From an optimization exercise on the open Yosys and OpenROAD flow, aimed at small area; shortcuts taken in it are not production practice. Function was checked by simulation only, so behaviour that the tests miss may differ from the original.

== main ==
==> flow/design.v <==
module msdf_conv(
    input  [1:0] d,
    input  [8:0] eq,       
    input  [8:0] keep,     
    input  [8:0] gt,       
    input        lo,       
    input        start,
    input  [8:0] hi,       
    input        lz,       
    output [8:0] hi_nxt,   
    output       lz_nxt
);
  wire pos = (d == 2'b10);
  wire neg = (d == 2'b01);
  wire nz  = pos | neg;
  wire [9:0] z;
  assign z[0] = lz;
  genvar n;
  generate
    for (n = 0; n < 9; n = n + 1) begin : g
      assign z[n+1] = z[n] & ~hi[n];
      assign hi_nxt[n] = (eq[n] & nz) | (keep[n] & (hi[n] ^ (neg & gt[n] & z[n])));
    end
  endgenerate
  assign lz_nxt = (start | lz) & ~(nz & lo);
endmodule
module msdf_fa(input a, input b, input c, output s, output co);
  assign s = a ^ b ^ c;
  assign co = (a & b) | (a & c) | (b & c);
endmodule
module msdf_mul(
    input         start,
    input  [1:0]  x,       
    input  [1:0]  y,       
    input  [8:0]  av,      
    input  [8:0]  bv,      
    input  [12:1] s,       
    input  [10:1] c,       
    output [12:1] s_nxt,
    output [10:1] c_nxt,
    output [1:0]  p        
);
  wire xpos = (x == 2'b10), xneg = (x == 2'b01);
  wire ypos = (y == 2'b10), yneg = (y == 2'b01);
  wire ybpos = ypos & ~start, ybneg = yneg & ~start;
  wire [13:0] ia = start ? 14'd0 : {s[12], s, 1'b0};
  wire [13:0] id = start ? 14'd0 : {3'd0, c, 1'b0};
  wire [13:0] ib;
  genvar n;
  generate
    for (n = 0; n < 9; n = n + 1) begin : bsel
      assign ib[n] = av[n] ? ybpos : ybneg;
    end
  endgenerate
  assign ib[13:9] = {5{ybneg}};
  wire [13:0] ic = xneg ? ~{5'd0, bv} : xpos ? {5'd0, bv} : 14'd0;
  wire [9:0] s1, t1, o, t2;
  wire [9:0] t1s = {t1[8:0], yneg};
  generate
    for (n = 0; n < 10; n = n + 1) begin : fa
      msdf_fa f1(.a(ia[n]), .b(ib[n]), .c(ic[n]), .s(s1[n]), .co(t1[n]));
      msdf_fa f2(.a(s1[n]), .b(id[n]), .c(t1s[n]), .s(o[n]), .co(t2[n]));
    end
  endgenerate
  wire [9:0] co = {t2[8:0], xneg};
  wire s0, c1, h0, h1, f0, f1;
  msdf_fa fe1(.a(ia[10]), .b(id[10]), .c(~xneg), .s(s0), .co(c1));
  assign h0 = s0 ^ ~ybneg;
  assign h1 = s0 & ~ybneg;
  msdf_fa fe2(.a(h0), .b(t1[9]), .c(t2[9]), .s(f0), .co(f1));
  wire g1 = c1 | h1 | ia[11];                                    
  wire g2 = (c1 & h1) | (c1 & ia[11]) | (h1 & ia[11]);           
  wire g3 = c1 & h1 & ia[11];                                    
  wire gp = c1 ^ h1 ^ ia[11];                                    
  wire k2 = g2 | (f1 & g1);
  wire k4 = f1 & g3;
  wire sp = ia[12] ? k4 : k2;
  wire sn = ia[12] & ~k2;
  wire [1:0] e = {~(f1 ^ gp), f0};
  assign p = {sp, sn};
  assign s_nxt = {e[1:0], o[9:0]};
  assign c_nxt = co;
endmodule
module MSDFDotProductModule(input clk, input reset,
    input [1:0] io_a_3,
    input [1:0] io_a_2,
    input [1:0] io_a_1,
    input [1:0] io_a_0,
    input [1:0] io_b_3,
    input [1:0] io_b_2,
    input [1:0] io_b_1,
    input [1:0] io_b_0,
    input  io_start,
    output[1:0] io_c
);
  reg  [3:0] cnt;
  wire [3:0] j = io_start ? 4'd0 : cnt;
  always @(posedge clk) cnt <= j + {3'd0, j != 4'd15};
  wire [8:0] eq, gt, keep;
  genvar n;
  generate
    for (n = 0; n < 9; n = n + 1) begin : dec
      assign eq[n]   = (j == 4'd8 - n);
      assign gt[n]   = (j >  4'd8 - n);
      assign keep[n] = ~eq[n] & ~io_start;
    end
  endgenerate
  wire lo = (j >= 4'd9);
  wire [1:0] xa [0:3];
  wire [1:0] yb [0:3];
  assign xa[0] = io_a_0; assign xa[1] = io_a_1; assign xa[2] = io_a_2; assign xa[3] = io_a_3;
  assign yb[0] = io_b_0; assign yb[1] = io_b_1; assign yb[2] = io_b_2; assign yb[3] = io_b_3;
  wire [1:0] m [0:3];
  genvar i;
  generate
    for (i = 0; i < 4; i = i + 1) begin : pr
      reg  [8:0]  qa, qb;
      reg         la, lb;
      reg  [12:1] rs;
      reg  [10:1] rc;
      wire [8:0]  qa_nxt, qb_nxt;
      wire        la_nxt, lb_nxt;
      wire [12:1] rs_nxt;
      wire [10:1] rc_nxt;
      msdf_conv ca(.d(xa[i]), .eq(eq), .keep(keep), .gt(gt), .lo(lo), .start(io_start),
                   .hi(qa), .lz(la), .hi_nxt(qa_nxt), .lz_nxt(la_nxt));
      msdf_conv cb(.d(yb[i]), .eq(eq), .keep(keep), .gt(gt), .lo(lo), .start(io_start),
                   .hi(qb), .lz(lb), .hi_nxt(qb_nxt), .lz_nxt(lb_nxt));
      msdf_mul mu(.start(io_start), .x(xa[i]), .y(yb[i]), .av(qa), .bv(qb_nxt),
                  .s(rs), .c(rc), .s_nxt(rs_nxt), .c_nxt(rc_nxt), .p(m[i]));
      always @(posedge clk) begin
        qa <= qa_nxt; la <= la_nxt;
        qb <= qb_nxt; lb <= lb_nxt;
        rs <= rs_nxt; rc <= rc_nxt;
      end
    end
  endgenerate
  wire f4 = (j == 4'd4);    
  wire f6 = (j == 4'd6);    
  reg r51, r49, r32, r39, r37, r16, r17, r2, r234;
  wire fo0 = m[0][1] ^ ~m[0][0] ^ m[1][1];
  wire fc0 = (m[0][1] & ~m[0][0]) | (m[0][1] & m[1][1]) | (~m[0][0] & m[1][1]);
  wire g1 = r51 & ~r49, p1 = r51 | ~r49;
  wire fc1 = g1 | (p1 & fc0);
  wire fo1 = r51 ^ ~r49 ^ fc0;
  wire fo2 = m[2][1] ^ ~m[2][0] ^ m[3][1];
  wire fc2 = (m[2][1] & ~m[2][0]) | (m[2][1] & m[3][1]) | (~m[2][0] & m[3][1]);
  wire fo3 = r39 ^ ~r37 ^ fc2;
  wire fc3 = (r39 & ~r37) | (r39 & fc2) | (~r37 & fc2);
  wire z01 = f4 | fc1;      
  wire z23n = ~f4 & ~fc3;
  wire g4 = r32 & r16, p4 = r32 | r16;
  wire fo4 = r32 ^ z01 ^ r16;
  wire g5 = r17 & ~r2, p5 = r17 | ~r2;
  wire fc5 = g5 | (p5 & g4) | (p5 & p4 & f4) | (p5 & p4 & g1) | (p5 & p4 & p1 & fc0);
  wire fo5 = r17 ^ ~r2 ^ (g4 | (p4 & z01));
  always @(posedge clk) begin
    r51 <= fo0; r49 <= m[1][0];
    r39 <= fo2; r37 <= m[3][0];
    if (reset) begin
      r32 <= 1'b0; r16 <= 1'b0; r17 <= 1'b0; r2 <= 1'b0; r234 <= 1'b0;
    end else begin
      r32 <= fo1; r16 <= fo3; r17 <= fo4; r2 <= z23n; r234 <= fo5;
    end
  end
  assign io_c = {r234, ~f6 & ~fc5};
endmodule
==> flow/config.mk <==
export PLATFORM = sky130hd
export DESIGN_NAME = MSDFDotProductModule
export DESIGN_NICKNAME = MSDFDotProductModule
export VERILOG_FILES = /design/flow/design.v
export SDC_FILE = /design/flow/constraint.sdc
export NUM_CORES = 4
export LEC_CHECK = 0
export CAP_MARGIN = 20
export CORE_MARGIN = 2
export CORE_UTILIZATION = 40
export CTS_BUF_LIST = sky130_fd_sc_hd__clkbuf_4 sky130_fd_sc_hd__clkbuf_8
export CTS_CLUSTER_SIZE = 30
export SLEW_MARGIN = 20
==> flow/constraint.sdc <==
create_clock -name core_clock -period 8.0 [get_ports {clk}]
set_input_delay 1.6000 -clock core_clock [delete_from_list [all_inputs] [get_ports {clk}]]
set_output_delay 1.6000 -clock core_clock [all_outputs]
set_load 0.01 [all_outputs]
standard.sh (not shown) runs the stock make flow with config.mk's settings and CLKGATE_MAP_FILE= SYNTH_SCRIPT=/design/flow/synth_recipe.tcl, a recipe that flattens the netlist after the stock synthesis.
==> flow/flow/run.sh <==
#!/bin/bash
# The standard layout (standard.sh: ORFS synthesis and all later steps),
# with three changes to how the layout is made:
#  - synthesis maps the logic with an area-oriented ABC script
#    (flow/abc_area.script) instead of ORFS's delay-oriented one; everything
#    else in synthesis (registers, their names and cells) is unchanged.  ORFS's
#    scripts are copied to ./orfs_scripts and only abc_speed.script is replaced.
#  - buffer_ports builds the port buffers from sky130_fd_sc_hd__buf_1 cells
#    instead of the delay cells it picks by default (repair may resize them).
#  - CTS does not add dummy loads.
# The output of make (all ORFS steps) goes to make_finish.log; each step's own
# log stays in orfs/logs/.
set -euo pipefail
cd "$(dirname "${BASH_SOURCE[0]}")/.."
rm -rf orfs_scripts
cp -r "$FLOW_HOME/scripts" orfs_scripts
cp flow/abc_area.script orfs_scripts/abc_speed.script
export SCRIPTS_DIR="$PWD/orfs_scripts"
export BUFFER_PORTS_ARGS="-buffer_cell sky130_fd_sc_hd__buf_1"
export CTS_ARGS="-sink_clustering_enable -repair_clock_nets -sink_clustering_size 30 -buf_list {sky130_fd_sc_hd__clkbuf_4 sky130_fd_sc_hd__clkbuf_8} -dont_use_dummy_load"
bash standard.sh finish > make_finish.log 2>&1
==> flow/flow/abc_area.script <==
&get -n
&st
&dch
&nf -R 0 -p
&st
&syn2
&dch
&nf -R 0 -p
&st
&syn2
&dch
&nf -R 0 -p
&put
--- input diff main..the feature branch ---
--- a/flow/design.v
+++ b/flow/design.v
@@ -20,5 +20,7 @@
     for (n = 0; n < 9; n = n + 1) begin : g
       assign z[n+1] = z[n] & ~hi[n];
-      assign hi_nxt[n] = (eq[n] & nz) | (keep[n] & (hi[n] ^ (neg & gt[n] & z[n])));
+      wire kh  = keep[n] & hi[n];
+      wire khx = keep[n] & (hi[n] ^ (gt[n] & z[n]));
+      assign hi_nxt[n] = (eq[n] & nz) | (neg ? khx : kh);
     end
   endgenerate
@@ -158,8 +160,9 @@
     r51 <= fo0; r49 <= m[1][0];
     r39 <= fo2; r37 <= m[3][0];
+    r32 <= fo1; r16 <= fo3;
     if (reset) begin
-      r32 <= 1'b0; r16 <= 1'b0; r17 <= 1'b0; r2 <= 1'b0; r234 <= 1'b0;
+      r17 <= 1'b0; r2 <= 1'b1; r234 <= 1'b0;
     end else begin
-      r32 <= fo1; r16 <= fo3; r17 <= fo4; r2 <= z23n; r234 <= fo5;
+      r17 <= fo4; r2 <= z23n; r234 <= fo5;
     end
   end
[summary]
The feature branch gives less met3 global-route usage than main did. Maximum cell stage delay along the critical path delta (the feature branch -> main): insignificant. ~same effective utilization at floorplan in main and the feature branch. The higher pin count of the biggest net entering global routing came out of the feature branch. Global-route usage in the feature branch is 0.46 points below main. In the tables for main and the feature branch, pre-CTS worst setup slack reads higher with main. On critical path depth, the feature branch tracks main almost exactly.

-- afterwards: timing with drivers on the ports --
The flow's constraints put no driver on any port. The routed layouts listed below were extracted and timed again, unchanged, in two steps. Step 1 (the two cells are an assumption about what drives the block):
set clk [get_ports {clk}]
set_driving_cell -lib_cell sky130_fd_sc_hd__clkbuf_16 $clk
set_driving_cell -lib_cell sky130_fd_sc_hd__buf_2 [delete_from_list [all_inputs] $clk]
Step 2 moves the port delays by t, midway between the first and last clock arrival at a register: inputs arrive t later, outputs are due t later. That takes back most of the time a late clock gives input paths. Three values: ideal, step 1, step 2; two values: the first two.
run | t, ns | setup slack, ns | latest minus earliest clock arrival (ns) | worst slew at a driven data input, ns | cell pins on the clock port's net
main | 0.498 | 0.392 / 0.372 / 0.372 | 0.036 / 0.036 | 0.03 | 1
the feature branch | 0.480 | 0.393 / 0.372 / 0.372 | 0.032 / 0.032 | 0.03 | 1
After both steps every run listed still meets setup and hold. The setup slack of the feature branch, which loses most, moves by -0.021 ns with the drivers and by -0.021 ns with both steps.
